This design comes from an exercise in tuning for small area, a short achievable clock period and few clock cycles per item on the open sky130 flow, not from production work. At most, simulation tests tie the RTL to the original design; equivalence was not proved. Function not checked in runs 2 to 5: the RTL went through the layout flow alone. No activity file was given, so power comes from the tool's default toggle rates.

[design.v]
module calculator(
    input wire clk,          
    input wire rst_n,        
    input wire start,        
    input wire[1:0] op,      
    input wire [15:0] a,     
    input wire [15:0] b,     
    output reg [15:0] result,    
    output reg overflow,
    output reg done,         
    output reg error         
);
localparam IDLE = 3'b000;
localparam CALC = 3'b001;
localparam DONE = 3'b010;
reg [2:0] state, next_state;
reg [4:0] count;
reg [15:0] temp_a, temp_b;
reg [31:0] product;
reg [15:0] quotient, remainder;
reg a_lost, mul_big;     
wire [15:0] sum  = temp_a + temp_b;
wire [15:0] diff = temp_a - temp_b;
always @(posedge clk or negedge rst_n) begin
    if (!rst_n) begin
        state <= IDLE;
        count <= 5'd0;
    end else begin
        state <= next_state;
        if (state == IDLE) begin
            count <= 5'd0;
        end
        else if (state == CALC && (op == 2'b10 || op == 2'b11)) begin
            count <= count + 1'b1;
        end
    end
end
always @(*) begin
    next_state = state;
    case (state)
        IDLE: begin
            if (start)
                next_state = CALC;
        end
        CALC: begin
            if (op == 2'b00 || op == 2'b01)    
                next_state = DONE;
            else if (count == 5'd16)          
                next_state = DONE;
        end
        DONE: begin
            if (!start)
                next_state = IDLE;
        end
        default: next_state = IDLE;
    endcase
end
always @(posedge clk or negedge rst_n) begin
    if (!rst_n) begin
        result    <= 16'd0;
        done      <= 1'b0;
        error     <= 1'b0;
        overflow  <= 1'b0;
        temp_a    <= 16'd0;
        temp_b    <= 16'd0;
        product   <= 32'd0;
        quotient  <= 16'd0;
        remainder <= 16'd0;
        a_lost    <= 1'b0;
        mul_big   <= 1'b0;
    end else begin
        case (state)
            IDLE: begin
                done     <= 1'b0;
                error    <= 1'b0;
                overflow <= 1'b0;
                if (start) begin
                    temp_a <= a;
                    temp_b <= b;
                    if (op == 2'b10) begin
                        product <= 32'd0;
                        a_lost  <= 1'b0;
                        mul_big <= 1'b0;
                    end
                    if (op == 2'b11) begin
                        quotient  <= 16'd0;
                        remainder <= 16'd0;
                    end
                end
            end
            CALC: begin
                case(op)
                    2'b00: begin     
                        result <= sum;
                        overflow <= (temp_a[15] == temp_b[15]) && (sum[15] != temp_a[15]);   
                    end
                    2'b01: begin         
                        result <= diff;
                        overflow <= (temp_a[15] != temp_b[15]) && (diff[15] != temp_a[15]);   
                    end
                    2'b10: begin         
                        if (count < 5'd16) begin
                            if (temp_b[0]) begin
                                product <= product + {16'd0, temp_a};
                                if (a_lost)
                                    mul_big <= 1'b1;
                            end
                            a_lost  <= a_lost | temp_a[15];
                            temp_b  <= temp_b >> 1;
                            temp_a  <= temp_a << 1;
                        end else begin
                            result   <= product[15:0];   
                            overflow <= (|product[31:16]) | mul_big;  
                        end
                    end
                    2'b11: begin   
                        if (temp_b == 16'd0) begin
                            error  <= 1'b1;
                            result <= 16'd0;
                        end else begin
                            if (count < 5'd16) begin
                                remainder <= {remainder[14:0], temp_a[15]};
                                temp_a    <= {temp_a[14:0], 1'b0};   
                                if ({remainder[14:0], temp_a[15]} >= temp_b) begin
                                    remainder <= {remainder[14:0], temp_a[15]} - temp_b;
                                    quotient  <= {quotient[14:0], 1'b1};   
                                end else begin
                                    quotient  <= {quotient[14:0], 1'b0};   
                                end
                            end else begin
                                result <= quotient;
                                error  <= 1'b0;
                            end
                        end
                    end
                endcase   
            end   
            DONE: begin
                done <= 1'b1;
            end
            default: begin
                result <= 16'd0;
                done <= 1'b0;
                error <= 1'b0;
                overflow <= 1'b0;
            end
        endcase
    end
end
endmodule
[run.sh]
#!/bin/bash
# synth_recipe.tcl (not shown) runs the flow's synth.tcl, then flattens the netlist and writes it again
# the make line also repeats each setting of config.mk as NAME=value (left out here)
make -C /OpenROAD-flow-scripts/flow DESIGN_CONFIG=/design/flow/config.mk WORK_HOME=/design/flow/orfs CLKGATE_MAP_FILE= SYNTH_SCRIPT=/design/flow/synth_recipe.tcl finish
[config.mk]
export PLATFORM = sky130hd
export DESIGN_NAME = calculator
export DESIGN_NICKNAME = calculator
export VERILOG_FILES = /design/flow/design.v
export SDC_FILE = /design/flow/constraint.sdc
export NUM_CORES = 4
export LEC_CHECK = 0
export CAP_MARGIN = 20
export CORE_MARGIN = 2
export CORE_UTILIZATION = 40
export SLEW_MARGIN = 20
[constraint.sdc]
create_clock -name core_clock -period 4.0 [get_ports {clk}]
set_input_delay 0.8000 -clock core_clock [delete_from_list [all_inputs] [get_ports {clk}]]
set_output_delay 0.8000 -clock core_clock [all_outputs]
set_load 0.01 [all_outputs]
==> flow_metrics.tcl, run 1 <==
set metrics [dict create \
    dieArea_um2 23790 \
    p_clk_share_pct 16.4 \
    syn_area_um2 9027 \
    drive_gt1_share_pct 7.220 \
    cap_violations 0 \
    skew_ps 9.858 \
    path_class "flop to flop" \
    grt_overflow 0 \
    synth-edff-count 0 \
    routed_wl_um 26150 \
    syn_to_final_growth_pct 15.92 \
    drv_slew 0 \
    synth_ff_type "dfrtp_1" \
    status "no timing/DRC/antenna violations" \
    cts_resized 0 \
    worstMarginPinSlew_ps 1037 \
    synthTopCellsByCount "nand2_1 (160), dfrtp_1 (123), nor2_1 (87), ha_1 (68), a21oi_1 (53)" \
    antenna_found_initial 0 \
    min_path_type "flop to flop" \
    relSlewSlack_pct 30.88 \
    drc 0 \
    synth_seq_cells 123 \
    drtPass1Iterations 5 \
    cts-hold-fix-buffers 0 \
    syn_area_per_cell_um2 8.524 \
    fmax_mhz 297.8 \
    clkSinkCount 123 \
    grt_max_degree 70 \
    fillers 2121 \
    finalNetCount 1204 \
    die_w_um 154.2 \
    min_period_ps 3358 \
    intPower_mw 4.810 \
    vias 8137 \
    synth.area.top_cells "dfrtp_1 (34%), ha_1 (9.4%), nand2_1 (6.7%)" \
    yosysMostFrequentCell "nand2_1" \
    worstPathRequired_ps 4300 \
    p_leak_nw 4.642 \
    utilization_pct 47.66 \
    grt_pass1_vias 7729 \
    worstPathMaxFanout 8 \
    async_flop_share_pct 100.0 \
    synth_top_cell_area_share_pct 34.10 \
    clkTransAtPathRegs_ps 60 \
    finalHoldViolCount 0 \
    port_buffers 55 \
    vdd_ir_drop_max_v 0.0003714 \
    hpwl_um 19380 \
    p_sw_share_pct 47.72 \
    wl_per_cell_um 18.84 \
    dr.first_iter.drc_count 571 \
    crit_path_start_kind "flop" \
    core_area_um2 21960 \
    io_pins 56 \
    p_sw_mw 4.391 \
    n_antenna_cell 0 \
    syn_inst 1059 \
    worstSkewPairLatency_ps 430 \
    cts_root_buf "clkbuf_16" \
    p_per_area_nw_per_um2 879.2 \
    clock_path_buffers 2 \
    fin_setup_tns_ps 0 \
    gp_congestion 0.8924 \
    p_comb_share_pct 59.6 \
    post-route-period-util_pct 83.95 \
    vias_per_cell 5.862 \
    cts_buffers 17 \
    yosys_warnings 1 \
    setup_viol 0 \
    p_seq_share_pct 24.0 \
    htree_levels 4 \
    grt_setup_unrepaired "false" \
    synth_nets 1168 \
    synthDistinctLibCells 71 \
    grt_util_all_layers_pct 22.65 \
    arrival_ps 3650 \
    final_antenna_net_count 0 \
    yosysTopAreaCell "dfrtp_1" \
    start_util_pct 41.11 \
    end_kind "flop" \
    die_y_um 154.2 \
    cts_tree "done" \
    postCtsSetupRepairBufs 0 \
    synth-seq-area-share_pct 34.10 \
    rows 54 \
    grt_pass1_wl_um 42550 \
]
## metal layers
layer | track usage [%] | vias to the layer above | wire length, um | share of wire, %
li1 | - | 3935 | - | -
met1 | 32.87 | 3946 | 12750 | 49
met2 | 34.66 | 216 | 11520 | 44
met3 | 3.530 | 40 | 1315 | 5.0
met4 | 7.165 | 0 | 557 | 2.1
met5 | 0 | - | 0 | 0
## layout make-up
class / count / area (um^2) / area share (%)
clock buffer: 20 / 436.7 / 4.173
clock inverter: 12 / 125.1 / 1.196
timing repair buffer: 73 / 706.9 / 6.755
inverter: 52 / 195.2 / 1.865
sequential: 123 / 3078 / 29.41
multi-input combinational: 828 / 5573 / 53.25
tap: 280 / 350.3 / 3.348
## worst max-delay path: stages (launching register included)
cell	delay [ps]
dfrtp_1	570
inv_1	140
ha_1	300
nor2b_1	150
o31ai_1	470
a21oi_1	220
o41ai_1	640
mux2i_1	160
a221oi_1	470
o31ai_1	100
## metrics by stage
| step | hold slack, ps | area [um^2] | total power [mW] | worst slack (ps) | cells |
|---|---|---|---|---|---|
| detailed placement | 470.1 | 9877 | 7.598 | 257.1 | 1354 |
| floorplan | 451.2 | 9027 | 6.087 | 1245 | 1059 |
| global placement | 469.8 | 9877 | 7.549 | 329.2 | 1354 |
| global route | 508.9 | 10470 | 9.941 | 431.1 | 1388 |
| finish | 478.7 | 10470 | 9.201 | 642.0 | 1388 |
| CTS | 485.3 | 10440 | 9.145 | 701.8 | 1386 |
## state kept, by name, indices dropped and copies added (netlist names), 2 cells and up
name / cells
temp_a: 16
result: 16
temp_b: 16
remainder: 15
count: 5
quotient: 16
state: 2
product: 32
## cell usage in the layout, fill, tap and decap left out, drive strengths merged, types with 13 or more instances in the layout
| master | count |
|---|---|
| nand2 | 160 |
| inv | 52 |
| nor3 | 21 |
| a22o | 15 |
| nand4 | 21 |
| o21ai | 52 |
| a21oi | 53 |
| ha | 68 |
| a31oi | 40 |
| a21o | 17 |
| nor2 | 88 |
| dfrtp | 123 |
| o31ai | 20 |
| nor2b | 13 |
| buf | 19 |
| xnor2 | 29 |
| nand3 | 14 |
| xor2 | 20 |
| clkdlybuf4s50 | 54 |
| clkbuf | 20 |
## power by group through the flow
stage | clock [mW] | sequential [mW] | combinational, mW
6_report | 1.51 | 2.21 | 5.48
4_1_cts | 1.53 | 2.20 | 5.41
5_1_grt | 1.59 | 2.26 | 6.10
3_5_place_dp | 0 | 2.22 | 5.38
3_3_place_gp | 0 | 2.22 | 5.33
2_1_floorplan | 0 | 1.99 | 4.10
## cells by family (layout without fill, tap and decap cells)
group	after synthesis	after routing	share of synthesized area [%]
multiplexers	14	14	1.580
adder cells (fa/ha/maj)	72	72	10.31
AND/OR/NAND/NOR	386	386	20.39
AO/OA/AOI/OAI	307	307	24.35
buffers and inverters	108	157	4.518
flip-flops	123	123	34.10
XOR/XNOR	49	49	4.754
## worst paths after layout
path                                         from                  endpoint  slack [ps]  cells after the start
max in group asynchronous                   rst_n    product[6]$_DFFE_PN0P_        2700                      2
hold / removal             result[10]$_DFFE_PN0P_    result[10]$_DFFE_PN0P_         480                      2
setup reg to reg            temp_b[1]$_DFFE_PN0P_    result[13]$_DFFE_PN0P_         640                      9
hold reg to reg            result[10]$_DFFE_PN0P_    result[10]$_DFFE_PN0P_         480                      2
min in group asynchronous                   rst_n  remainder[7]$_DFFE_PN0P_         490                      1
setup / recovery            temp_b[1]$_DFFE_PN0P_    result[13]$_DFFE_PN0P_         640                      9
Testbench counts, summed over its fixed seeds: cycles 35,000, ops 3,200.
==> run 2: changes to the inputs <==
==> design.v (replaced) <==
module calculator(
    input  wire        clk,
    input  wire        rst_n,
    input  wire        start,
    input  wire [1:0]  op,
    input  wire [15:0] a,
    input  wire [15:0] b,
    output wire [15:0] result,
    output reg         overflow,
    output reg         done,
    output reg         error
);
reg  [15:0] X, Y, R;
reg  [4:0]  cnt;         
reg         sel_q;       
reg  is_sub, is_mul, is_div, subtr;
wire addsub = ~(is_mul | is_div);
wire [16:0] A  = {R, Y[15] & ~is_mul};
wire [16:0] B  = subtr ? {1'b1, ~X} : {1'b0, X};
wire [17:0] T  = {1'b0, A} + {1'b0, B} + {17'd0, subtr};
wire        cy = T[17];                  
wire use_t  = addsub | (is_mul ? Y[15] : cy);
wire q      = is_div & cy;
wire [16:0] cmp = {1'b0, R[11:0], Y[15:12]} - {1'b0, X};
wire cnt_ge4 = |cnt[4:2];
wire skip = cnt_ge4 & (is_mul ? (Y[15:12] == 4'd0)
                              : (is_div & (R[15:12] == 4'd0) & cmp[16]));
wire last = skip ? (cnt == 5'd4) : (cnt == 5'd1);
wire busy = |cnt;
wire b_zero = (b == 16'd0);
wire st_div = (op == 2'b11);
wire st_addsub = ~op[1];
always @(posedge clk) begin
    if (start) begin
        X     <= b;
        Y     <= {st_addsub ? a[0] : a[15], a[14:0]};
        R     <= st_addsub ? {1'b0, a[15:1]} : 16'd0;
        is_sub <= (op == 2'b01);
        is_mul <= (op == 2'b10);
        is_div <= st_div;
        subtr  <= op[0];
        sel_q <= st_div & ~b_zero;
        error <= st_div & b_zero;
        overflow <= 1'b0;
    end else begin
        if (skip) begin
            R <= {R[11:0], Y[15:12]};
            Y <= {Y[11:0], 4'd0};
        end else begin
            R <= use_t ? T[15:0] : {R[14:0], Y[15]};
            Y <= {Y[14:0], q};
        end
        if (busy) begin
            if (addsub)
                overflow <= (R[14] ^ T[15]) & ~(R[14] ^ X[15] ^ is_sub);
            else if (is_mul)
                overflow <= overflow | R[15] | (skip ? |R[14:12] : (Y[15] & T[16]));
        end
    end
end
always @(posedge clk or negedge rst_n) begin
    if (!rst_n) begin
        cnt  <= 5'd0;
        done <= 1'b0;
    end else if (start) begin
        cnt  <= (st_div & b_zero) ? 5'd0 : (st_addsub ? 5'd1 : 5'd16);
        done <= st_div & b_zero;
    end else begin
        cnt  <= busy ? cnt - (skip ? 5'd4 : 5'd1) : 5'd0;
        done <= busy & last;
    end
end
assign result = sel_q ? Y : R;
endmodule
--- a/config.mk
+++ b/config.mk
@@ -5,7 +5,9 @@
 export SDC_FILE = /design/flow/constraint.sdc
 export NUM_CORES = 4
 export LEC_CHECK = 0
+export ABC_CLOCK_PERIOD_IN_PS = 1800
 export CAP_MARGIN = 20
 export CORE_MARGIN = 2
 export CORE_UTILIZATION = 40
+export SETUP_SLACK_MARGIN = 2.0
 export SLEW_MARGIN = 20
==> run 2 against run 1 <==
Compared with the run above: sequential share of layout area is 4.9 points lower; highest routed layer unchanged; synthesized cell count decreased by 56%; routed wire length is 50% lower; largest cell class unchanged; non-clock buffer count rose by 34; clock power decreased by 59%; via count fell by 51%; still clean.
==> flow_metrics.tcl, run 2 <==
set metrics [dict create \
    status "no timing/DRC/antenna violations" \
    worstSkewPairLatency_ps 360 \
    routed_wl_um 12960 \
    final_cell_mix "nand2_1 (37), clkdlybuf4s50_1 (33), buf_4 (30)" \
    dr.first_iter.drc_count 162 \
    final_antenna_net_count 0 \
    grt_util_all_layers_pct 23.14 \
    dieArea_um2 11250 \
    cts_buffers 9 \
    largestRegisters "R x16, X x16, Y x16" \
    cts-hold-fix-buffers 0 \
    clock_path_buffers 2 \
    skew_ps 15.87 \
    p_per_area_nw_per_um2 687.2 \
    drv_slew 0 \
    holdPathStages 2 \
    arrival_ps 3210 \
    vdd_ir_drop_max_v 0.0002727 \
    cts_tree "done" \
    grt_pass1_vias 3858 \
    synth_seq_cells 61 \
    syn_area_um2 4168 \
    fin_setup_tns_ps 0 \
    reg2reg_depth 11 \
    hpwl_um 8648 \
    min_path_type "flop to flop" \
    n_antenna_cell 0 \
    grt_setup_unrepaired "true" \
    yosysMostFrequentCell "nand2_1" \
    utilization_pct 58.82 \
    finalHoldViolCount 0 \
    clkSinkCount 61 \
    grt_max_degree 64 \
    finalNetCount 633 \
    start_util_pct 40.74 \
    p_leak_nw 2.489 \
    die_w_um 106.1 \
    min_period_ps 2937 \
    clkTransAtPathRegs_ps 80 \
    drc 0 \
    rows 37 \
    worstMarginPinSlew_ps 709.9 \
    fmax_mhz 340.5 \
    path_class "flop to flop" \
    io_pins 56 \
    syn_inst 462 \
    drive_gt1_share_pct 30.74 \
    worstPathMaxFanout 14 \
    drtPass1Iterations 4 \
    holdWs_ps 487.0 \
    synth-edff-count 22 \
    cap_violations 0 \
    placed_cells 641 \
    wl_per_cell_um 18.46 \
    die_y_um 106.1 \
    fin_cells 702 \
    synthDistinctLibCells 62 \
    synth_nets 534 \
    async_flop_share_pct 9.836 \
    mostFrequentLayoutCell "nand2_1" \
    synth.area.top_cells "dfxtp_1 (16%), edfxtp_1 (16%), ha_1 (10%)" \
    htree_levels 3 \
    synth_ff_type "dfxtp_1" \
    setup_viol 0 \
    gp_congestion 0.9002 \
    syn_area_per_cell_um2 9.021 \
    setup_ws_ps 1063 \
    cp_slowest_stage_delay_ps 410 \
    yosysTopAreaCell "dfxtp_1" \
    synth_top_cell_area_share_pct 15.85 \
    synthTopCellsByCount "nand2_1 (43), ha_1 (34), dfxtp_1 (33), o21ai_0 (33), nor2_1 (29)" \
    crit_path_start_kind "flop" \
    port_buffers 55 \
    cts_root_buf "clkbuf_8" \
    vias_per_cell 5.655 \
    path_common_cell "o21a_1" \
    worstPathRequired_ps 4270 \
    yosys_warnings 1 \
    end_kind "flop" \
    relSlewSlack_pct 52.67 \
    antenna_found_initial 0 \
    core_area_um2 10230 \
    grt_overflow 0 \
    post-route-period-util_pct 73.42 \
    syn_to_final_growth_pct 44.40 \
    path_cells "buf_12 > xor2_1 > ha_1 > a21o_1 > or3_1 > o211ai_1 > a31oi_2 > o21a_1 > o21a_1 > o31a_1 > o21ai_1" \
    grt_pass1_wl_um 20180 \
    vias 3970 \
    synth-seq-area-share_pct 35.30 \
    crit_slowest_cell "edfxtp_1" \
    dpl_worst_slack_ps 548.7 \
    fillers 875 \
]
## run 2: critical path: cells and delay by family, from the launching register on
kind	cells	cell delay, ps
compound gates	7	1430
flops	1	410
fa+ha+maj	1	330
simple gates	1	330
buf+inv	1	180
xor+xnor	1	160
## run 2: path summary, 6_finish.rpt
check	from	end	slack, ps
max	subtr$_DFFE_PP_	R[14]$_DFF_P_	1060
max reg2reg	subtr$_DFFE_PP_	R[14]$_DFF_P_	1060
max in group asynchronous	rst_n	cnt[4]$_DFF_PN0_	3090
min	Y[1]$_DFF_P_	Y[2]$_DFF_P_	490
min reg2reg	Y[1]$_DFF_P_	Y[2]$_DFF_P_	490
min in group asynchronous	rst_n	cnt[2]$_DFF_PN0_	680
## run 2: where the power goes
part	internal [mW]	leakage (nW)	switching [mW]
Sequential	0.801	0.569	0.230
Combinational	1.25	1.81	1.24
Clock	0.329	0.113	0.285
## run 2: what timing repair did
item,in CTS,in global routing
setup endpoints to repair,60,56
setup buffers,30,11
resized for setup,133,47
endpoints found under the hold margin,0,0
gates cloned,4,0
pin swaps,22,19
## run 2: kinds of logic (layout without fill, tap and decap cells)
group	count (synthesis)	after routing	synth area share (%)
adder cells (fa/ha/maj)	35	35	10.69
flip-flops	61	61	35.30
XOR/XNOR	29	29	6.094
AO/OA/AOI/OAI	114	114	18.10
multiplexers	30	30	7.625
buffers and inverters	48	152	4.863
AND/OR/NAND/NOR	145	145	17.32
## run 2: final cells by class
| type | count | area, um^2 | area share, % |
|---|---|---|---|
| flip-flops and latches | 61 | 1478 | 24.55 |
| multi-input cells | 353 | 2897 | 48.13 |
| clock buffers | 10 | 148.9 | 2.474 |
| repair buffers | 107 | 1144 | 19.00 |
| inverters | 29 | 116.4 | 1.933 |
| clock inverters | 6 | 65.06 | 1.081 |
| well taps | 136 | 170.2 | 2.827 |
## run 2: routing by layer
metal | GRT usage (%) | part of all wire, %
met2 | 39.91 | 49
met5 | 0 | 0
met4 | 6.109 | 2.3
met1 | 30.08 | 43
met3 | 3.801 | 5.0
## run 2: metrics by stage
step / instance area [um^2] / power, mW
global placement: 4922 / 2.841
floorplan: 4290 / 2.327
detailed placement: 4922 / 2.856
global route: 6018 / 4.390
CTS: 5722 / 3.851
finish: 6018 / 4.136
==> run 3: changes to the inputs <==
--- a/config.mk
+++ b/config.mk
@@ -5,9 +5,7 @@
 export SDC_FILE = /design/flow/constraint.sdc
 export NUM_CORES = 4
 export LEC_CHECK = 0
-export ABC_CLOCK_PERIOD_IN_PS = 1800
 export CAP_MARGIN = 20
 export CORE_MARGIN = 2
 export CORE_UTILIZATION = 40
-export SETUP_SLACK_MARGIN = 2.0
 export SLEW_MARGIN = 20
==> run 3 against run 2 <==
Compared with the run above: critical path type unchanged; final cell count is 6.7% lower; global-route usage down 1.1 points; sequential share of layout area increased by 4.6 points; worst hold slack better by 5.4 ps; register-to-register slack worse by 630 ps; fmax fell by 18%; clock skew rose by 1.4 ps; combinational power down 29%; total power fell by 17%; die area is the same; via count shrank 7.9%.
==> flow_metrics.tcl, run 3 <==
set metrics [dict create \
    grt_setup_unrepaired "false" \
    r2r_slack_ps 430 \
    crit_start "subtr$_DFFE_PP_" \
    port_buffers 55 \
    relSlewSlack_pct 35.71 \
    cts-hold-fix-buffers 0 \
    worstMarginPinSlew_ps 956.9 \
    n_antenna_cell 0 \
    skew_ps 17.29 \
    dieArea_um2 11250 \
    dr.first_iter.drc_count 176 \
    largestRegisters "R x16, X x16, Y x16" \
    yosys_warnings 1 \
    fin_cells 655 \
    utilization_pct 49.39 \
    r2r-end "R[8]$_DFF_P_" \
    p_sw_share_pct 43.08 \
    placed_cells 639 \
    holdPathStages 2 \
    clkTransAtPathRegs_ps 80 \
    gr-usage-met3_pct 5.028 \
    status "no timing/DRC/antenna violations" \
    arrival_ps 3840 \
    mostFrequentLayoutCell "clkdlybuf4s50_1" \
    grt_max_degree 64 \
    grt_util_all_layers_pct 22.06 \
    clock_path_buffers 2 \
    cap_violations 0 \
    antenna_found_initial 0 \
    drc 0 \
    p_comb_share_pct 51.4 \
    wl_per_cell_um 18.20 \
    grt_pass1_wl_um 19060 \
    synth_ff_type "dfxtp_1" \
    cts_buffers 9 \
    core_area_um2 10230 \
    grt_pass1_vias 3634 \
    finalHoldViolCount 0 \
    synthTopCellsByCount "nand2_1 (43), ha_1 (34), dfxtp_1 (33), o21ai_0 (33), nor2_1 (29)" \
    path_class "flop to flop" \
    intPower_mw 1.957 \
    final_cell_mix "clkdlybuf4s50_1 (54), nand2_1 (43), ha_1 (34)" \
    gp_congestion 0.9003 \
    crit_path_start_kind "flop" \
    clkSinkCount 61 \
    p_sw_mw 1.481 \
    syn_area_um2 4168 \
    drv_slew 0 \
    rows 37 \
    p_per_area_nw_per_um2 680.3 \
    final_antenna_net_count 0 \
    fillers 962 \
    die_w_um 106.1 \
    synth-seq-area-share_pct 35.30 \
    design_area_um2 5054 \
    yosysTopAreaCell "dfxtp_1" \
    syn_to_final_growth_pct 21.25 \
    p_seq_share_pct 30.3 \
    vias 3656 \
    setup_viol 0 \
    synth_seq_cells 61 \
    die_y_um 106.1 \
    post-route-period-util_pct 89.24 \
    synthDistinctLibCells 62 \
    io_pins 56 \
    syn_area_per_cell_um2 9.021 \
    finalNetCount 586 \
    p_clk_share_pct 18.4 \
    vdd_ir_drop_max_v 0.0003306 \
    start_util_pct 40.74 \
    min_period_ps 3570 \
    synth_top_cell_area_share_pct 15.85 \
    min_path_type "flop to flop" \
    routed_wl_um 11920 \
    dpl-instance-area_um2 4827 \
    holdWs_ps 492.4 \
    end_kind "flop" \
    r2r-start "subtr$_DFFE_PP_" \
    worstPathRequired_ps 4270 \
    synth.area.top_cells "dfxtp_1 (16%), edfxtp_1 (16%), ha_1 (10%)" \
    fmax_mhz 280.1 \
    cts_resized 0 \
    grt_overflow 0 \
    drtPass1Iterations 4 \
    cts_root_buf "clkbuf_8" \
    synth-edff-count 22 \
    grt.busiest_layer "met2" \
    vias_per_cell 5.582 \
    syn_inst 462 \
    reg2reg_depth 12 \
    grt_use_met2_pct 35.62 \
    postCtsSetupRepairBufs 0 \
    worstSkewPairLatency_ps 350 \
    hpwl_um 9016 \
    cts_tree "done" \
    worstPathMaxFanout 16 \
    htree_levels 3 \
    grt_use_met1_pct 29.20 \
    async_flop_share_pct 9.836 \
    yosysMostFrequentCell "nand2_1" \
    drive_gt1_share_pct 9.249 \
    synth_nets 534 \
    endpoint "R[8]$_DFF_P_" \
    p_leak_nw 2.055 \
    fin_setup_tns_ps 0 \
]
[run 3: changes by cell type in the layout (fill, tap and decap cells not counted), moves of 10 or more]
cell and change:
clkdlybuf4s50_1 +21, buf_4 -25, a21oi_2 -10, buf_6 -25, o21ai_0 +21, a21oi_1 +12
o21ai_1 -15
[run 3: final cells by class]
| class | instances | area [um^2] | area share (%) |
|---|---|---|---|
| Timing Repair Buffer | 60 | 583.1 | 11.54 |
| Multi-Input combinational cell | 353 | 2494 | 49.34 |
| Sequential cell | 61 | 1471 | 29.12 |
| Clock buffer | 11 | 162.7 | 3.219 |
| Clock inverter | 5 | 63.81 | 1.263 |
| Inverter | 29 | 108.9 | 2.154 |
| Tap cell | 136 | 170.2 | 3.367 |
[run 3: kinds of logic (layout without fill, tap and decap cells)]
group | Yosys count | in the layout | synth area share (%)
AOI/OAI and AO/OA | 114 | 114 | 18.10
buffers and inverters | 48 | 105 | 4.863
DFF | 61 | 61 | 35.30
muxes | 30 | 30 | 7.625
and+or+nand+nor | 145 | 145 | 17.32
xor gates and xnor gates | 29 | 29 | 6.094
adders and majority gates | 35 | 35 | 10.69
[run 3: worst min path at each step]
stage,start,end,slack [ps]
after floorplan,Y[1]$_DFF_P_,Y[2]$_DFF_P_,450
after global placement,Y[2]$_DFF_P_,Y[3]$_DFF_P_,470
after detailed placement,Y[2]$_DFF_P_,Y[3]$_DFF_P_,480
after CTS,Y[2]$_DFF_P_,Y[3]$_DFF_P_,490
after global routing,Y[2]$_DFF_P_,Y[3]$_DFF_P_,520
final,Y[2]$_DFF_P_,Y[3]$_DFF_P_,490
[run 3: power by group through the flow]
stage          clock, mW  combinational [mW]  sequential (mW)
6_report           0.632                1.77             1.04
5_1_grt            0.673                1.96             1.06
4_1_cts            0.642                1.76             1.04
3_5_place_dp           0                1.74             1.06
3_3_place_gp           0                1.74             1.06
2_1_floorplan          0                1.29            0.926
[run 3: worst max-delay path, stage by stage, from the launching register on]
cell and delay (ps):
edfxtp_1 810, xor2_1 180, ha_1 390, a21oi_1 230, o21ai_0 120, a211oi_1 320, buf_4 190, nand4_2 150
a31oi_4 390, buf_4 280, nor2_1 70, a211o_1 260, o211ai_1 80
[run 3: stage by stage]
step                setup slack, ps  power, mW
finish                        430.4      3.438
floorplan                     735.9      2.215
CTS                           482.8      3.439
global placement              464.6      2.794
detailed placement            508.2      2.797
global route                  203.1      3.699
[run 3: metal layers]
| layer | up-vias | part of all wire (%) |
|---|---|---|
| met2 | 85 | 48 |
| li1 | 1805 | - |
| met3 | 20 | 4.4 |
| met4 | 0 | 2.4 |
| met1 | 1746 | 45 |
| met5 | - | 0 |
==> run 4: changes to the inputs <==
--- a/design.v
+++ b/design.v
@@ -13,34 +13,32 @@
 reg  [15:0] X, Y, R;
 reg  [4:0]  cnt;         
 reg         sel_q;       
-reg  is_sub, is_mul, is_div, subtr;
+reg         is_mul, is_div, subtr;    
 wire addsub = ~(is_mul | is_div);
 wire [16:0] A  = {R, Y[15] & ~is_mul};
-wire [16:0] B  = subtr ? {1'b1, ~X} : {1'b0, X};
-wire [17:0] T  = {1'b0, A} + {1'b0, B} + {17'd0, subtr};
+wire [17:0] T  = {1'b0, A} + {1'b0, subtr, X} + {17'd0, subtr};
 wire        cy = T[17];                  
 wire use_t  = addsub | (is_mul ? Y[15] : cy);
 wire q      = is_div & cy;
-wire [16:0] cmp = {1'b0, R[11:0], Y[15:12]} - {1'b0, X};
+wire [16:0] cmp = {1'b0, R[11:0], Y[15:12]} + {1'b0, X} + 17'd1;
 wire cnt_ge4 = |cnt[4:2];
 wire skip = cnt_ge4 & (is_mul ? (Y[15:12] == 4'd0)
-                              : (is_div & (R[15:12] == 4'd0) & cmp[16]));
+                              : (is_div & (R[15:12] == 4'd0) & ~cmp[16]));
 wire last = skip ? (cnt == 5'd4) : (cnt == 5'd1);
 wire busy = |cnt;
-wire b_zero = (b == 16'd0);
-wire st_div = (op == 2'b11);
+wire b_zero    = (b == 16'd0);
+wire st_div    = (op == 2'b11);
 wire st_addsub = ~op[1];
 always @(posedge clk) begin
     if (start) begin
-        X     <= b;
-        Y     <= {st_addsub ? a[0] : a[15], a[14:0]};
-        R     <= st_addsub ? {1'b0, a[15:1]} : 16'd0;
-        is_sub <= (op == 2'b01);
+        X      <= op[0] ? ~b : b;
+        Y      <= {st_addsub ? a[0] : a[15], a[14:0]};
+        R      <= st_addsub ? {1'b0, a[15:1]} : 16'd0;
         is_mul <= (op == 2'b10);
         is_div <= st_div;
         subtr  <= op[0];
-        sel_q <= st_div & ~b_zero;
-        error <= st_div & b_zero;
+        sel_q  <= st_div & ~b_zero;
+        error  <= st_div & b_zero;
         overflow <= 1'b0;
     end else begin
         if (skip) begin
@@ -52,7 +50,7 @@
         end
         if (busy) begin
             if (addsub)
-                overflow <= (R[14] ^ T[15]) & ~(R[14] ^ X[15] ^ is_sub);
+                overflow <= ~(R[14] ^ X[15]) & (R[14] ^ T[15]);
             else if (is_mul)
                 overflow <= overflow | R[15] | (skip ? |R[14:12] : (Y[15] & T[16]));
         end
--- a/config.mk
+++ b/config.mk
@@ -5,7 +5,9 @@
 export SDC_FILE = /design/flow/constraint.sdc
 export NUM_CORES = 4
 export LEC_CHECK = 0
+export ABC_CLOCK_PERIOD_IN_PS = 1500
 export CAP_MARGIN = 20
 export CORE_MARGIN = 2
 export CORE_UTILIZATION = 40
+export SETUP_SLACK_MARGIN = 1.5
 export SLEW_MARGIN = 20
==> run 4 against run 3 <==
Compared with the run above: critical path depth unchanged; clock skew fell by 5.3 ps; register-to-register slack better by 760 ps; setup slack gained 760 ps; synthesized cell count decreased by 6.7%; clock power down 16%; first-iteration DRC count down 22%; non-clock buffer count up 27; flip-flop and latch count fell by 1; largest power group unchanged; highest routed layer unchanged.
==> flow_metrics.tcl, run 4 <==
set metrics [dict create \
    path_cells "nand2b_4 > fa_2 > inv_2 > fa_2 > a211oi_2 > o21bai_2 > a211oi_2 > o21ai_2 > o41ai_2 > xnor2_1 > a31oi_1 > nor4_1" \
    synthTopCellsByCount "nand2_1 (45), ha_1 (34), dfxtp_1 (33), o21ai_0 (33), xor2_1 (26)" \
    wl_per_cell_um 18.58 \
    cts-hold-fix-buffers 0 \
    drc 0 \
    p_clk_share_pct 14.7 \
    min_period_ps 2806 \
    vias_per_cell 5.562 \
    grt.busiest_layer "met2" \
    intPower_mw 2.113 \
    drv_slew 0 \
    vdd_ir_drop_max_v 0.0002237 \
    mostFrequentLayoutCell "nand2_1" \
    clkTransAtPathRegs_ps 80 \
    vias 3615 \
    synth-seq-area-share_pct 35.12 \
    grt_use_met2_pct 33.27 \
    rows 36 \
    p_sw_share_pct 41.97 \
    r2r_slack_ps 1190 \
    dieArea_um2 11090 \
    worstSkewPairLatency_ps 350 \
    arrival_ps 3060 \
    async_flop_share_pct 10.00 \
    worstPathMaxFanout 3 \
    synth_nets 504 \
    skew_ps 11.97 \
    synth-simple-area-share_pct 13.99 \
    final_cell_mix "nand2_1 (45), clkdlybuf4s50_1 (38), dfxtp_1 (30)" \
    die_w_um 105.3 \
    cp_slowest_stage_delay_ps 370 \
    yosys_warnings 1 \
    synthDistinctLibCells 65 \
    syn_area_um2 4104 \
    p_per_area_nw_per_um2 666.3 \
    grt_pass1_vias 3459 \
    io_pins 56 \
    largestRegisters "R x16, X x16, Y x16" \
    grt_max_degree 38 \
    core_area_um2 9864 \
    grt_overflow 0 \
    path_class "flop to flop" \
    worstPathRequired_ps 4250 \
    p_comb_share_pct 57.6 \
    end_kind "flop" \
    htree_levels 3 \
    synth-edff-count 21 \
    synth_ff_type "dfxtp_1" \
    cap_violations 0 \
    synth-xor-area-share_pct 6.829 \
    p_leak_nw 2.297 \
    fin_setup_tns_ps 0 \
    setup_viol 0 \
    synth_seq_cells 60 \
    cts_tree "done" \
    worstMarginPinSlew_ps 888.4 \
    post-route-period-util_pct 70.16 \
    n_antenna_cell 0 \
    die_y_um 105.3 \
    hpwl_um 8585 \
    start_util_pct 41.60 \
    antenna_found_initial 0 \
    yosysMostFrequentCell "nand2_1" \
    gp_congestion 0.8809 \
    muxShareOfSynthArea_pct 9.543 \
    gr-usage-met3_pct 3.154 \
    dpl_worst_slack_ps 1038 \
    drive_gt1_share_pct 22.63 \
    grt_setup_unrepaired "true" \
    cts_buffers 9 \
    grt_pass1_wl_um 18420 \
    crit_slowest_cell "edfxtp_1" \
    synth-compound-area-share_pct 19.60 \
    p_seq_share_pct 27.7 \
    final_antenna_net_count 0 \
    status "no timing/DRC/antenna violations" \
    yosysTopAreaCell "dfxtp_1" \
    grt_util_all_layers_pct 21.27 \
    fmax_mhz 356.3 \
    crit_path_start_kind "flop" \
    finalNetCount 585 \
    clock_path_buffers 2 \
    syn_to_final_growth_pct 33.17 \
    port_buffers 55 \
    syn_area_per_cell_um2 9.522 \
    clkSinkCount 60 \
    syn_inst 431 \
    dr.first_iter.drc_count 137 \
    synth.area.top_cells "dfxtp_1 (16%), edfxtp_1 (15%), ha_1 (10%)" \
    setup_ws_ps 1194 \
    cts_root_buf "clkbuf_8" \
    finalHoldViolCount 0 \
    grt_use_met1_pct 30.29 \
    total_power_mw 3.641 \
    routed_wl_um 12070 \
    drtPass1Iterations 4 \
    relSlewSlack_pct 40.58 \
    min_path_type "flop to flop" \
    synth_fa_ha_area_share_pct 11.34 \
    synth_top_cell_area_share_pct 16.10 \
    p_sw_mw 1.528 \
    synth_top_family_by_area "compound AO/OA/AOI/OAI gates" \
]
-- run 4: cell families after synthesis --
family | after synthesis
and+or+nand+nor | 119
AOI/OAI and AO/OA | 116
DFF | 60
muxes | 37
adders and majority gates | 36
xor gates and xnor gates | 32
buffers and inverters | 31
-- run 4: critical path, delay by kind of cell (launching register included) --
| family | cells | cell delay, ps |
|---|---|---|
| simple gates | 2 | 400 |
| buf+inv | 1 | 40 |
| fa+ha+maj | 2 | 590 |
| xor+xnor | 1 | 160 |
| compound gates | 6 | 1160 |
| flops | 1 | 370 |
-- run 4: power groups by stage --
stage	Combinational (mW)	Sequential, mW	Clock [mW]
after detailed placement	1.80	1.02	0
after CTS	1.98	1.00	0.533
after global placement	1.78	1.01	0
after floorplan	1.36	0.916	0
after global routing	2.28	1.03	0.561
final	2.10	1.01	0.534
-- run 4: worst paths after layout --
check,start,end,cells after the start
hold / removal,Y[0]$_DFF_P_,Y[1]$_DFF_P_,2
max in group asynchronous,rst_n,done$_DFF_PN0_,1
setup / recovery,is_mul$_DFFE_PP_,overflow$_SDFFE_PP0P_,12
hold reg to reg,Y[0]$_DFF_P_,Y[1]$_DFF_P_,2
min in group asynchronous,rst_n,cnt[0]$_DFF_PN0_,1
setup reg to reg,is_mul$_DFFE_PP_,overflow$_SDFFE_PP0P_,12
-- run 4: per-stage QoR --
step	area (um^2)	util, %	hold WS [ps]	std cells
after global placement	4836	49.02	486.5	605
after CTS	5325	53.98	501.0	647
after global routing	5465	55.40	520.8	650
after floorplan	4199	-	445.3	431
final	5465	55.40	497.5	650
after detailed placement	4836	49.02	492.4	605
-- run 4: routing by layer --
| layer | wire length (um) | part of all wire, % | vias to the layer above |
|---|---|---|---|
| met1 | 5705 | 47 | 1728 |
| met4 | 239 | 2.0 | 0 |
| met3 | 654 | 5.4 | 18 |
| li1 | - | - | 1753 |
| met5 | 0 | 0 | - |
| met2 | 5474 | 45 | 116 |
-- run 4: layout make-up --
cell class                      instances  area (um^2)
Multi-Input combinational cell        340         2758
Inverter                               14        66.31
Clock buffer                           12        166.4
Fill cell                             909         4399
Tap cell                              133        166.4
Timing Repair Buffer                   87        842.1
Sequential cell                        60         1445
Clock inverter                          4        21.27
-- run 4: what timing repair did --
| action | in CTS | in global routing |
|---|---|---|
| setup buffers | 26 | 2 |
| cloned | 0 | 1 |
| gates resized for setup | 39 | 23 |
| pin swaps | 13 | 15 |
| endpoints found under the setup margin | 50 | 37 |
==> run 5: changes to the inputs <==
--- a/config.mk
+++ b/config.mk
@@ -5,9 +5,9 @@
 export SDC_FILE = /design/flow/constraint.sdc
 export NUM_CORES = 4
 export LEC_CHECK = 0
-export ABC_CLOCK_PERIOD_IN_PS = 1500
+export ABC_CLOCK_PERIOD_IN_PS = 1000
 export CAP_MARGIN = 20
 export CORE_MARGIN = 2
 export CORE_UTILIZATION = 40
-export SETUP_SLACK_MARGIN = 1.5
+export SETUP_SLACK_MARGIN = 2.0
 export SLEW_MARGIN = 20
==> run 5 against run 4 <==
Compared with the run above: still clean on timing, DRC and antenna; sequential power about the same; via count rose by 3.3%; die area unchanged; final cell count up 1.5%; critical path depth is 1 higher; worst hold slack better by 7.4 ps; clock power shrank 2%.
==> flow_metrics.tcl, run 5 <==
set metrics [dict create \
    status "no timing/DRC/antenna violations" \
    drive_gt1_share_pct 28.65 \
    largestRegisters "R x16, X x16, Y x16" \
    vias 3733 \
    crit_path_start_kind "flop" \
    cts_root_buf "clkbuf_8" \
    mostFrequentLayoutCell "nand2_1" \
    dr.first_iter.drc_count 183 \
    cts-hold-fix-buffers 0 \
    worstPathRequired_ps 4280 \
    die_w_um 105.3 \
    synth_seq_cells 60 \
    finalHoldViolCount 0 \
    grt.busiest_layer "met2" \
    synth-seq-area-share_pct 35.12 \
    utilization_pct 58.23 \
    p_seq_share_pct 26.1 \
    finalNetCount 595 \
    fmax_mhz 367.1 \
    grt_setup_unrepaired "true" \
    p_clk_share_pct 13.5 \
    grt_use_met2_pct 37.88 \
    grt_pass1_wl_um 19520 \
    yosysTopAreaCell "dfxtp_1" \
    syn_inst 431 \
    clkTransAtPathRegs_ps 80 \
    clock_path_buffers 2 \
    core_area_um2 9864 \
    path_class "flop to flop" \
    gp_congestion 0.8728 \
    rows 36 \
    start_util_pct 41.60 \
    htree_levels 3 \
    clkSinkCount 60 \
    wl_per_cell_um 19.30 \
    final_cell_mix "nand2_1 (45), clkdlybuf4s50_1 (35), dfxtp_1 (30)" \
    vdd_ir_drop_max_v 0.0002111 \
    p_comb_share_pct 60.4 \
    port_buffers 55 \
    syn_area_per_cell_um2 9.522 \
    relSlewSlack_pct 60.18 \
    grt_max_degree 36 \
    intPower_mw 2.252 \
    cap_violations 0 \
    hpwl_um 8588 \
    min_path_type "flop to flop" \
    synth-edff-count 21 \
    syn_to_final_growth_pct 39.97 \
    drc 0 \
    worstMarginPinSlew_ps 596.7 \
    dieArea_um2 11090 \
    skew_ps 14.56 \
    io_pins 56 \
    setup_viol 0 \
    cts_tree "done" \
    die_y_um 105.3 \
    design_area_um2 5744 \
    setup_ws_ps 1276 \
    final_antenna_net_count 0 \
    p_per_area_nw_per_um2 674.8 \
    synth_top_cell_area_share_pct 16.10 \
    p_sw_mw 1.624 \
    total_power_mw 3.876 \
    fin_setup_tns_ps 0 \
    grt_use_met1_pct 30.36 \
    syn_area_um2 4104 \
    n_antenna_cell 0 \
    end_kind "flop" \
    drtPass1Iterations 5 \
    grt_pass1_vias 3674 \
    vias_per_cell 5.656 \
    antenna_found_initial 0 \
    cts_buffers 9 \
    synth.area.top_cells "dfxtp_1 (16%), edfxtp_1 (15%), ha_1 (10%)" \
    synth_nets 504 \
    fillers 850 \
    grt_overflow 0 \
    worstSkewPairLatency_ps 360 \
    dpl-instance-area_um2 4865 \
    min_period_ps 2724 \
    post-route-period-util_pct 68.10 \
    worstPathMaxFanout 4 \
    arrival_ps 3000 \
    synth_ff_type "dfxtp_1" \
    yosys_warnings 1 \
    yosysMostFrequentCell "nand2_1" \
    fin_cells 660 \
    synthDistinctLibCells 65 \
    dpl_worst_slack_ps 1120 \
    grt_util_all_layers_pct 23.00 \
    placed_cells 606 \
    p_leak_nw 2.378 \
    routed_wl_um 12740 \
    async_flop_share_pct 10.00 \
    synthTopCellsByCount "nand2_1 (45), ha_1 (34), dfxtp_1 (33), o21ai_0 (33), xor2_1 (26)" \
    holdWs_ps 504.9 \
    drv_slew 0 \
    p_sw_share_pct 41.90 \
    gr-usage-met3_pct 4.267 \
]
run 5: cell counts after synthesis:
Identical to the previous run, type by type.
run 5: cell families after synthesis:
| group | Yosys count | share of synthesized area (%) |
|---|---|---|
| buffers and inverters | 31 | 3.567 |
| AO/OA/AOI/OAI | 116 | 19.60 |
| XOR/XNOR | 32 | 6.829 |
| adder cells (fa/ha/maj) | 36 | 11.34 |
| AND/OR/NAND/NOR | 119 | 13.99 |
| flip-flops | 60 | 35.12 |
| multiplexers | 37 | 9.543 |
run 5: repair_timing:
action | 4_1_cts | 5_1_grt
gates resized for setup | 118 | 32
cloned | 3 | 1
buffers inserted | 21 | 13
endpoints found under the setup margin | 59 | 56
pin swaps | 21 | 19
run 5: worst paths after layout:
kind                                  start          endpoint  slack [ps]  cells after the start
hold / removal                 Y[0]$_DFF_P_      Y[1]$_DFF_P_         500                      2
hold reg to reg                Y[0]$_DFF_P_      Y[1]$_DFF_P_         500                      2
setup / recovery           is_mul$_DFFE_PP_      R[3]$_DFF_P_        1280                     13
setup reg to reg           is_mul$_DFFE_PP_      R[3]$_DFF_P_        1280                     13
min in group asynchronous             rst_n  cnt[2]$_DFF_PN0_         680                      1
max in group asynchronous             rst_n    done$_DFF_PN0_        3090                      1
run 5: power by group through the flow:
| stage | logic, mW | clock network [mW] | registers, mW |
|---|---|---|---|
| after global placement | 1.80 | 0 | 1.01 |
| after floorplan | 1.38 | 0 | 0.917 |
| after CTS | 2.14 | 0.526 | 1.00 |
| after global routing | 2.54 | 0.558 | 1.04 |
| after detailed placement | 1.81 | 0 | 1.01 |
| final | 2.34 | 0.524 | 1.01 |
run 5: layout make-up:
class,count,area (um^2),share of cell area (%)
clock buffers,12,155.1,2.701
inverters,14,57.56,1.002
well taps,133,166.4,2.897
repair buffers,96,1046,18.21
flip-flops and latches,60,1445,25.16
clock inverters,4,22.52,0.3921
multi-input cells,341,2851,49.64
run 5: metal layers:
layer	part of all wire [%]	vias to the layer above	wire length, um
met5	0	-	0
met4	2.5	0	319
met1	44	1756	5586
met3	7.6	24	965
li1	-	1781	-
met2	46	172	5863
run 5: worst max-delay path, cell delays in order (launching register included):
cell       delay [ps]
edfxtp_1          410
nand2b_4          170
fa_2              350
buf_4             150
nor2b_4           100
o31a_1            200
o31ai_4            90
a31oi_4           270
buf_12            150
o21ai_4            70
buf_6             150
a211o_4           280
a31oi_4           160
o2bb2ai_2         110
==> run 6: changes to the inputs <==
==> design.v (replaced) <==
module calculator(
    input  wire        clk,
    input  wire        rst_n,
    input  wire        start,
    input  wire [1:0]  op,
    input  wire [15:0] a,
    input  wire [15:0] b,
    output wire [15:0] result,
    output reg         overflow,
    output reg         done,
    output reg         error
);
reg  [15:0] X, Y, R;
reg  [4:0]  cnt;         
reg         sel_q;       
wire is_add = (op == 2'b00);
wire is_sub = (op == 2'b01);
wire is_mul = (op == 2'b10);
wire is_div = (op == 2'b11);
wire addsub = ~op[1];
wire subtr  = is_sub | is_div;
wire [16:0] A  = {R, Y[15] & ~is_mul};
wire [16:0] B  = subtr ? {1'b1, ~X} : {1'b0, X};
wire [17:0] T  = {1'b0, A} + {1'b0, B} + {17'd0, subtr};
wire        cy = T[17];                  
wire use_t  = addsub | (is_mul ? Y[15] : cy);
wire q      = is_div & cy;
wire [16:0] cmp = {1'b0, R[11:0], Y[15:12]} - {1'b0, X};
wire cnt_ge4 = |cnt[4:2];
wire skip = cnt_ge4 & (is_mul ? (Y[15:12] == 4'd0)
                              : (is_div & (R[15:12] == 4'd0) & cmp[16]));
wire last = skip ? (cnt == 5'd4) : (cnt == 5'd1);
wire busy = |cnt;
wire b_zero = (b == 16'd0);
always @(posedge clk) begin
    if (start) begin
        X     <= b;
        Y     <= {addsub ? a[0] : a[15], a[14:0]};
        R     <= addsub ? {1'b0, a[15:1]} : 16'd0;
        sel_q <= is_div & ~b_zero;
        error <= is_div & b_zero;
        overflow <= 1'b0;
    end else begin
        if (skip) begin
            R <= {R[11:0], Y[15:12]};
            Y <= {Y[11:0], 4'd0};
        end else begin
            R <= use_t ? T[15:0] : {R[14:0], Y[15]};
            Y <= {Y[14:0], q};
        end
        if (busy) begin
            if (addsub)
                overflow <= (R[14] ^ T[15]) & ~(R[14] ^ X[15] ^ is_sub);
            else if (is_mul)
                overflow <= overflow | R[15] | (skip ? |R[14:12] : (Y[15] & T[16]));
        end
    end
end
always @(posedge clk or negedge rst_n) begin
    if (!rst_n) begin
        cnt  <= 5'd0;
        done <= 1'b0;
    end else if (start) begin
        cnt  <= (is_div & b_zero) ? 5'd0 : (addsub ? 5'd1 : 5'd16);
        done <= is_div & b_zero;
    end else begin
        cnt  <= busy ? cnt - (skip ? 5'd4 : 5'd1) : 5'd0;
        done <= busy & last;
    end
end
assign result = sel_q ? Y : R;
endmodule
--- a/config.mk
+++ b/config.mk
@@ -5,9 +5,7 @@
 export SDC_FILE = /design/flow/constraint.sdc
 export NUM_CORES = 4
 export LEC_CHECK = 0
-export ABC_CLOCK_PERIOD_IN_PS = 1000
 export CAP_MARGIN = 20
 export CORE_MARGIN = 2
 export CORE_UTILIZATION = 40
-export SETUP_SLACK_MARGIN = 2.0
 export SLEW_MARGIN = 20
==> run 6 against run 5 <==
Compared with the run above: still clean on timing, DRC and antenna; core utilization down 6.9 points; flip-flop and latch count down 3; cell area down 13%; clock skew down 2.0 ps; sequential share of layout area up 1.9 points; global-route usage down 3.0 points; total power down 21%; sequential power down 7%; combinational power down 31%; non-clock buffer count down 19; largest power group unchanged.
==> flow_metrics.tcl, run 6 <==
set metrics [dict create \
    status "no timing/DRC/antenna violations" \
    drtPass1Iterations 4 \
    wl_met1_um 5230 \
    grt_overflow 0 \
    finalHoldViolCount 0 \
    cp_slowest_stage_delay_ps 510 \
    intPower_mw 1.836 \
    grt_max_degree 46 \
    crit_slowest_cell "clkdlybuf4s50_1" \
    cap_violations 0 \
    port_buffers 55 \
    grt_util_all_layers_pct 20.04 \
    vdd_ir_drop_max_v 0.0002282 \
    synth_top_cell_area_share_pct 16.53 \
    gp_congestion 0.9066 \
    arrival_ps 3980 \
    p_leak_nw 2.206 \
    rows 36 \
    largestRegisters "R x16, X x16, Y x16" \
    worstPathMaxFanout 21 \
    p_clk_share_pct 16.6 \
    fmax_mhz 266.9 \
    p_sw_share_pct 40.06 \
    p_per_area_nw_per_um2 613.8 \
    start_util_pct 41.08 \
    synth_nets 504 \
    setup_viol 0 \
    cts_tree "done" \
    synth_seq_cells 57 \
    placed_cells 621 \
    post-route-period-util_pct 93.68 \
    drv_slew 0 \
    dpl-instance-area_um2 4790 \
    path_cells "clkdlybuf4s50_1 > buf_12 > buf_4 > xor2_1 > ha_1 > o21a_1 > o31a_1 > o41a_1 > o311ai_4 > o21ai_0 > xor2_1 > nand4_1 > and3_1 > a311oi_1" \
    postCtsSetupRepairBufs 0 \
    dr.first_iter.drc_count 123 \
    finalNetCount 571 \
    drive_gt1_share_pct 11.90 \
    yosysMostFrequentCell "nand2_1" \
    async_flop_share_pct 10.53 \
    cts_resized 0 \
    cts-hold-fix-buffers 0 \
    syn_area_per_cell_um2 9.251 \
    clkSinkCount 57 \
    worstMarginPinSlew_ps 786.7 \
    syn_inst 432 \
    routed_wl_um 10840 \
    path_common_cell "xor2_1" \
    dieArea_um2 10810 \
    mostFrequentLayoutCell "clkdlybuf4s50_1" \
    min_path_type "flop to flop" \
    p_sw_mw 1.227 \
    end_kind "flop" \
    fillers 939 \
    final_antenna_net_count 0 \
    syn_area_um2 3996 \
    crit_path_start_kind "input port" \
    n_antenna_cell 0 \
    fin_cells 637 \
    skew_ps 12.57 \
    crit_start "op[0]" \
    relSlewSlack_pct 47.55 \
    total_power_mw 3.063 \
    yosysTopAreaCell "dfxtp_1" \
    yosys_warnings 1 \
    route.met3.wl_um 448 \
    synthTopCellsByCount "nand2_1 (37), ha_1 (34), dfxtp_1 (33), o21ai_0 (32), mux2i_1 (29)" \
    p_comb_share_pct 52.5 \
    htree_levels 3 \
    die_y_um 104.0 \
    min-delay-start "Y[2]$_DFF_P_" \
    worstSkewPairLatency_ps 340 \
    cts_buffers 9 \
    io_pins 56 \
    grt_setup_unrepaired "false" \
    min_period_ps 3747 \
    cts_root_buf "clkbuf_8" \
    drc 0 \
    hpwl_um 8476 \
    path_class "input port to flop" \
    utilization_pct 51.30 \
    wl_met2_um 5043 \
    vias_per_cell 5.394 \
    r2r-start "X[0]$_DFFE_PP_" \
    worstPathRequired_ps 4230 \
    clkTransAtPathRegs_ps 70 \
    synth_ff_type "dfxtp_1" \
    syn_to_final_growth_pct 24.89 \
    vias 3436 \
    design_area_um2 4991 \
    die_w_um 104.0 \
    clock_path_buffers 2 \
    synth-edff-count 18 \
    synth.area.top_cells "dfxtp_1 (17%), edfxtp_1 (14%), ha_1 (11%)" \
    synth-seq-area-share_pct 33.81 \
    p_seq_share_pct 30.8 \
    grt_pass1_wl_um 17340 \
    wl_per_cell_um 17.02 \
    antenna_found_initial 0 \
    synthDistinctLibCells 58 \
    grt_pass1_vias 3403 \
    final_cell_mix "clkdlybuf4s50_1 (54), nand2_1 (37), ha_1 (34)" \
    highest_layer "met4" \
    core_area_um2 9729 \
]
-- run 6: cell types whose count changed after synthesis, sizes merged, moves of 4 or more --
cell     previous run  this run
clkbuf             10        16
nor2               22        18
xnor2               6        12
o22ai               5         1
o2bb2ai             8         0
xor2               26        19
mux2i              20        29
nand2              45        37
a22oi               1         8
inv                14        21
-- run 6: area by class of cell --
type	instances	area [um^2]	area share, %
well taps	133	166.4	3.334
repair buffers	77	735.7	14.74
multi-input cells	333	2475	49.59
clock inverters	2	10.01	0.2006
flip-flops and latches	57	1351	27.07
inverters	21	78.83	1.579
clock buffers	14	173.9	3.485
-- run 6: worst paths after layout --
check / to / slack [ps] / cells after the start
setup / recovery: overflow$_SDFFE_PP0P_ / 250 / 14
hold / removal: Y[3]$_DFF_P_ / 470 / 2
setup reg to reg: overflow$_SDFFE_PP0P_ / 820 / 12
hold reg to reg: Y[3]$_DFF_P_ / 470 / 2
max in group asynchronous: cnt[3]$_DFF_PN0_ / 3110 / 1
min in group asynchronous: done$_DFF_PN0_ / 690 / 1
-- run 6: logic make-up (layout without fill, tap and decap cells) --
family                   Yosys count  count (layout)  synth area share (%)
XOR/XNOR                          31              31                 6.794
flip-flops                        57              57                 33.81
multiplexers                      44              44                 11.49
adder cells (fa/ha/maj)           35              35                 11.15
AO/OA/AOI/OAI                    118             118                 19.44
AND/OR/NAND/NOR                  105             105                 12.62
buffers and inverters             42             114                 4.697
-- run 6: power by group through the flow --
stage	logic (mW)	clock network (mW)	registers, mW
after floorplan	1.14	0	0.853
final	1.61	0.510	0.944
after CTS	1.59	0.518	0.946
after global placement	1.56	0	0.959
after global routing	1.78	0.541	0.963
after detailed placement	1.58	0	0.957
-- run 6: per-layer routing --
metal | vias up | GRT usage [%]
met5 | - | 0
met4 | 0 | 6.467
met3 | 11 | 3.070
met2 | 78 | 32.94
met1 | 1628 | 27.02
li1 | 1719 | -
-- run 6: stage by stage --
| stage | setup TNS, ps | hold slack (ps) | setup slack (ps) |
|---|---|---|---|
| 6_report | 0 | 469.4 | 253.0 |
| 4_1_cts | 0 | 472.6 | 42.91 |
| 2_1_floorplan | 0 | 444.9 | 4.360 |
| 3_3_place_gp | -227.7 | 462.1 | -227.7 |
| 3_5_place_dp | -426.1 | 464.3 | -276.6 |
| 5_1_grt | 0 | 494.5 | 27.65 |
-- run 6: worst max-delay path, delay by kind of cell --
family | cells | cell delay, ps
compound gates | 6 | 1420
buf+inv | 3 | 850
xor+xnor | 2 | 330
fa+ha+maj | 1 | 290
simple gates | 2 | 280
Testbench counts of run 6, summed over its fixed seeds: cycles 19,963, ops 3,200.
==> run 7: changes to the inputs <==
==> design.v (replaced) <==
module calculator(
    input  wire        clk,
    input  wire        rst_n,
    input  wire        start,
    input  wire [1:0]  op,
    input  wire [15:0] a,
    input  wire [15:0] b,
    output wire [15:0] result,
    output reg         overflow,
    output reg         done,
    output reg         error
);
reg  [15:0] X, Y, R;
reg  [4:0]  cnt;         
reg         sel_q;       
reg         is_mul, is_div, subtr;    
wire addsub = ~(is_mul | is_div);
wire [16:0] A  = {R, Y[15] & ~is_mul};
wire [17:0] T;
pfx_add #(.W(17)) u_add (.a(A), .b({subtr, X}), .ci(subtr), .s(T[16:0]), .co(T[17]));
wire        cy = T[17];                  
wire use_t  = addsub | (is_mul ? Y[15] : cy);
wire q      = is_div & cy;
wire [16:0] cmp;
pfx_add #(.W(16)) u_cmp (.a({R[11:0], Y[15:12]}), .b(X), .ci(1'b1), .s(cmp[15:0]), .co(cmp[16]));
wire cnt_ge4 = |cnt[4:2];
wire skip = cnt_ge4 & (is_mul ? (Y[15:12] == 4'd0)
                              : (is_div & (R[15:12] == 4'd0) & ~cmp[16]));
wire [4:0] cnt_m1 = cnt - 5'd1;
wire [4:0] cnt_m4 = cnt - 5'd4;
wire last = skip ? (cnt == 5'd4) : (cnt == 5'd1);
wire busy = |cnt;
wire b_zero    = (b == 16'd0);
wire st_div    = (op == 2'b11);
wire st_addsub = ~op[1];
always @(posedge clk) begin
    if (start) begin
        X      <= op[0] ? ~b : b;
        Y      <= {st_addsub ? a[0] : a[15], a[14:0]};
        R      <= st_addsub ? {1'b0, a[15:1]} : 16'd0;
        is_mul <= (op == 2'b10);
        is_div <= st_div;
        subtr  <= op[0];
        sel_q  <= st_div & ~b_zero;
        error  <= st_div & b_zero;
        overflow <= 1'b0;
    end else begin
        if (skip) begin
            R <= {R[11:0], Y[15:12]};
            Y <= {Y[11:0], 4'd0};
        end else begin
            R <= use_t ? T[15:0] : {R[14:0], Y[15]};
            Y <= {Y[14:0], q};
        end
        if (busy) begin
            if (addsub)
                overflow <= ~(R[14] ^ X[15]) & (R[14] ^ T[15]);
            else if (is_mul)
                overflow <= overflow | R[15] | (skip ? |R[14:12] : (Y[15] & T[16]));
        end
    end
end
always @(posedge clk or negedge rst_n) begin
    if (!rst_n) begin
        cnt  <= 5'd0;
        done <= 1'b0;
    end else if (start) begin
        cnt  <= (st_div & b_zero) ? 5'd0 : (st_addsub ? 5'd1 : 5'd16);
        done <= st_div & b_zero;
    end else begin
        cnt  <= ~busy ? 5'd0 : (skip ? cnt_m4 : cnt_m1);
        done <= busy & last;
    end
end
assign result = sel_q ? Y : R;
endmodule
module pfx_add #(parameter W = 16) (
    input  wire [W-1:0] a,
    input  wire [W-1:0] b,
    input  wire         ci,
    output wire [W-1:0] s,
    output wire         co
);
    wire [W:0] g [0:5];
    wire [W:0] p [0:5];
    assign g[0] = {a & b, ci};
    assign p[0] = {a ^ b, 1'b0};
    genvar l, i;
    generate
        for (l = 0; l < 5; l = l + 1) begin : lvl
            for (i = 0; i <= W; i = i + 1) begin : bt
                if (i >= (1 << l)) begin : mg
                    assign g[l+1][i] = g[l][i] | (p[l][i] & g[l][i - (1 << l)]);
                    assign p[l+1][i] = p[l][i] & p[l][i - (1 << l)];
                end else begin : cp
                    assign g[l+1][i] = g[l][i];
                    assign p[l+1][i] = p[l][i];
                end
            end
        end
    endgenerate
    assign s  = p[0][W:1] ^ g[5][W-1:0];
    assign co = g[5][W];
endmodule
--- a/config.mk
+++ b/config.mk
@@ -5,7 +5,9 @@
 export SDC_FILE = /design/flow/constraint.sdc
 export NUM_CORES = 4
 export LEC_CHECK = 0
+export ABC_CLOCK_PERIOD_IN_PS = 1500
 export CAP_MARGIN = 20
 export CORE_MARGIN = 2
 export CORE_UTILIZATION = 40
+export SETUP_SLACK_MARGIN = 1.5
 export SLEW_MARGIN = 20
==> run 7 against run 6 <==
Compared with the run above: still clean on timing, DRC and antenna; flip-flop and latch count up 3; critical path depth down 3; synthesized area up 7.1%; synthesized cell count up 5.8%; routed wire length up 19%; final cell count up 7.5%; setup slack better by 1100 ps; sequential power up 6%; fmax up 42%; clock power up about 20%; critical endpoint is now R[2]$_DFF_P_.
==> flow_metrics.tcl, run 7 <==
set metrics [dict create \
    status "no timing/DRC/antenna violations" \
    synth_seq_cells 60 \
    cts_buffers 9 \
    drive_gt1_share_pct 18.40 \
    grt_util_all_layers_pct 22.81 \
    wl_per_cell_um 18.89 \
    fin_cells 685 \
    cts-hold-fix-buffers 0 \
    relSlewSlack_pct 28.47 \
    grt_overflow 0 \
    route.met3.wl_um 602 \
    synthDistinctLibCells 61 \
    largestRegisters "R x16, X x16, Y x16" \
    highest_layer "met4" \
    die_w_um 107.4 \
    worstMarginPinSlew_ps 1071 \
    routed_wl_um 12940 \
    gp_congestion 0.8842 \
    wl_met1_um 5952 \
    worstPathMaxFanout 11 \
    antenna_found_initial 0 \
    drc 0 \
    final_antenna_net_count 0 \
    synth.area.top_cells "dfxtp_1 (15%), edfxtp_1 (15%), ha_1 (11%)" \
    syn_inst 457 \
    crit_path_start_kind "flop" \
    skew_ps 10.02 \
    io_pins 56 \
    path_buf_inv 3 \
    cts_root_buf "clkbuf_8" \
    n_antenna_cell 0 \
    synth_nets 534 \
    setup_viol 0 \
    grt_pass1_vias 3751 \
    start_util_pct 41.28 \
    path_cells "inv_2 > ha_4 > ha_4 > or3_1 > a2111o_1 > a2111oi_4 > a21oi_4 > buf_6 > buf_6 > o32a_1 > o21ai_0" \
    finalHoldViolCount 0 \
    yosysMostFrequentCell "nand2_1" \
    dpl_worst_slack_ps 1061 \
    cp_slowest_stage_delay_ps 390 \
    fmax_mhz 379.2 \
    cap_violations 0 \
    synth_ff_type "dfxtp_1" \
    synth-seq-area-share_pct 33.67 \
    p_leak_nw 2.409 \
    post-route-period-util_pct 65.93 \
    vias_per_cell 5.750 \
    drv_slew 0 \
    final_cell_mix "nand2_1 (44), clkdlybuf4s50_1 (39), ha_1 (34)" \
    cts_tree "done" \
    async_flop_share_pct 10.00 \
    synthTopCellsByCount "nand2_1 (44), ha_1 (39), o21ai_0 (35), dfxtp_1 (33), a21oi_1 (28)" \
    clkSinkCount 60 \
    vias 3939 \
    syn_area_um2 4280 \
    p_per_area_nw_per_um2 643.6 \
    total_power_mw 3.621 \
    synth_top_cell_area_share_pct 15.43 \
    utilization_pct 54.26 \
    dr.first_iter.drc_count 137 \
    wl_met2_um 6095 \
    core_area_um2 10370 \
    dieArea_um2 11540 \
    setup_ws_ps 1363 \
    vdd_ir_drop_max_v 0.0002589 \
    mostFrequentLayoutCell "nand2_1" \
    arrival_ps 2920 \
    syn_area_per_cell_um2 9.366 \
    port_buffers 55 \
    worstPathRequired_ps 4280 \
    worstSkewPairLatency_ps 350 \
    yosysTopAreaCell "dfxtp_1" \
    path_class "flop to flop" \
    drtPass1Iterations 4 \
    grt_setup_unrepaired "true" \
    synth-edff-count 21 \
    grt_pass1_wl_um 20020 \
    yosys_warnings 3 \
    die_y_um 107.4 \
    crit_slowest_cell "dfrtp_1" \
    end_kind "flop" \
    hpwl_um 9197 \
    finalNetCount 621 \
    min_period_ps 2637 \
    cpLargestDelayFamily "compound AO/OA/AOI/OAI gates" \
    min_path_type "flop to flop" \
    syn_to_final_growth_pct 31.45 \
    clock_path_buffers 2 \
    grt_max_degree 69 \
    placed_cells 640 \
    fin_setup_tns_ps 0 \
    htree_levels 3 \
    rows 37 \
    clkTransAtPathRegs_ps 80 \
]
-- run 7: metrics by stage --
| step | area, um^2 | hold slack [ps] |
|---|---|---|
| floorplan | 4297 | 431.0 |
| global placement | 4992 | 461.4 |
| detailed placement | 4992 | 463.1 |
| CTS | 5398 | 472.8 |
| global route | 5627 | 495.1 |
| finish | 5627 | 465.5 |
-- run 7: per-layer routing --
| metal | global-route usage [%] | vias to the layer above |
|---|---|---|
| li1 | - | 1882 |
| met1 | 30.67 | 1916 |
| met2 | 37.03 | 117 |
| met3 | 5.206 | 24 |
| met4 | 5.861 | 0 |
| met5 | 0 | - |
-- run 7: cell families (layout without fill, tap and decap cells) --
family          count (synthesis)  after routing  synth area share (%)
compound gates                125            127                 19.23
xor+xnor                       32             32                 6.548
fa+ha+maj                      40             40                 11.87
buf+inv                        33            122                 3.712
flops                          60             60                 33.67
mux                            42             42                 10.38
simple gates                  125            126                 14.59
-- run 7: cell type report --
class                           instances  area [um^2]
Timing Repair Buffer                   91        880.8
Clock inverter                          6        67.56
Inverter                               15        56.30
Tap cell                              136        170.2
Fill cell                             975         4743
Multi-Input combinational cell        367         2858
Sequential cell                        60         1445
Clock buffer                           10        148.9
-- run 7: worst paths after layout --
check | from | to | slack (ps) | cells after the start
max reg2reg | cnt[2]$_DFF_PN0_ | R[2]$_DFF_P_ | 1360 | 11
min reg2reg | cnt[4]$_DFF_PN0_ | done$_DFF_PN0_ | 470 | 1
max | cnt[2]$_DFF_PN0_ | R[2]$_DFF_P_ | 1360 | 11
max in group asynchronous | rst_n | cnt[3]$_DFF_PN0_ | 3090 | 1
min in group asynchronous | rst_n | cnt[0]$_DFFE_PN0P_ | 690 | 1
min | cnt[4]$_DFF_PN0_ | done$_DFF_PN0_ | 470 | 1
-- run 7: repair_timing --
action | CTS | global route
resized for setup | 34 | 23
pin swaps | 8 | 10
setup buffers | 12 | 11
cloned | 2 | 4
endpoints found under the setup margin | 55 | 40
-- run 7: power breakdown --
part | switching (mW) | total (mW) | internal (mW)
sequential | 0.214 | 1.00 | 0.789
combinational | 1.04 | 2.01 | 0.963
clock | 0.282 | 0.611 | 0.329
Testbench counts of run 7, summed over its fixed seeds: cycles 19,963, ops 3,200.

-- afterwards: timing with drivers on the ports --
Ports are ideal in the flow. The routed layouts listed here were re-timed in OpenROAD. Step 1, drivers: a clkbuf_16 drives clk and a buf_2 each remaining input, both assumed. Step 2 moves the port delays by t, midway between the first and last clock arrival at a register: inputs arrive t later, outputs are due t later. That takes back most of the time a late clock gives input paths. Slacks: ideal ports / drivers / drivers and shift; pairs: ideal ports / drivers.
| run | shift t [ns] | slack for setup (ns) | latest minus earliest clock arrival (ns) | worst data-port slew with drivers (ns) |
|---|---|---|---|---|
| run 1 | 0.468 | 0.642 / 0.642 / 0.514 | 0.010 / 0.010 | 0.05 |
| run 2 | 0.381 | 1.063 / 1.063 / 1.063 | 0.016 / 0.016 | 0.04 |
| run 3 | 0.376 | 0.430 / 0.430 / 0.430 | 0.017 / 0.017 | 0.04 |
| run 4 | 0.372 | 1.194 / 1.194 / 1.194 | 0.012 / 0.012 | 0.04 |
| run 5 | 0.382 | 1.276 / 1.276 / 1.276 | 0.015 / 0.014 | 0.04 |
| run 6 | 0.364 | 0.253 / 0.257 / -0.107 | 0.013 / 0.013 | 0.04 |
| run 7 | 0.381 | 1.363 / 1.363 / 1.353 | 0.010 / 0.010 | 0.04 |
With both steps, setup timing fails in run 6, where it was met with ideal ports. For run 6, which loses most, drivers alone change the setup slack by +0.004 ns; drivers and shift together by -0.360 ns.
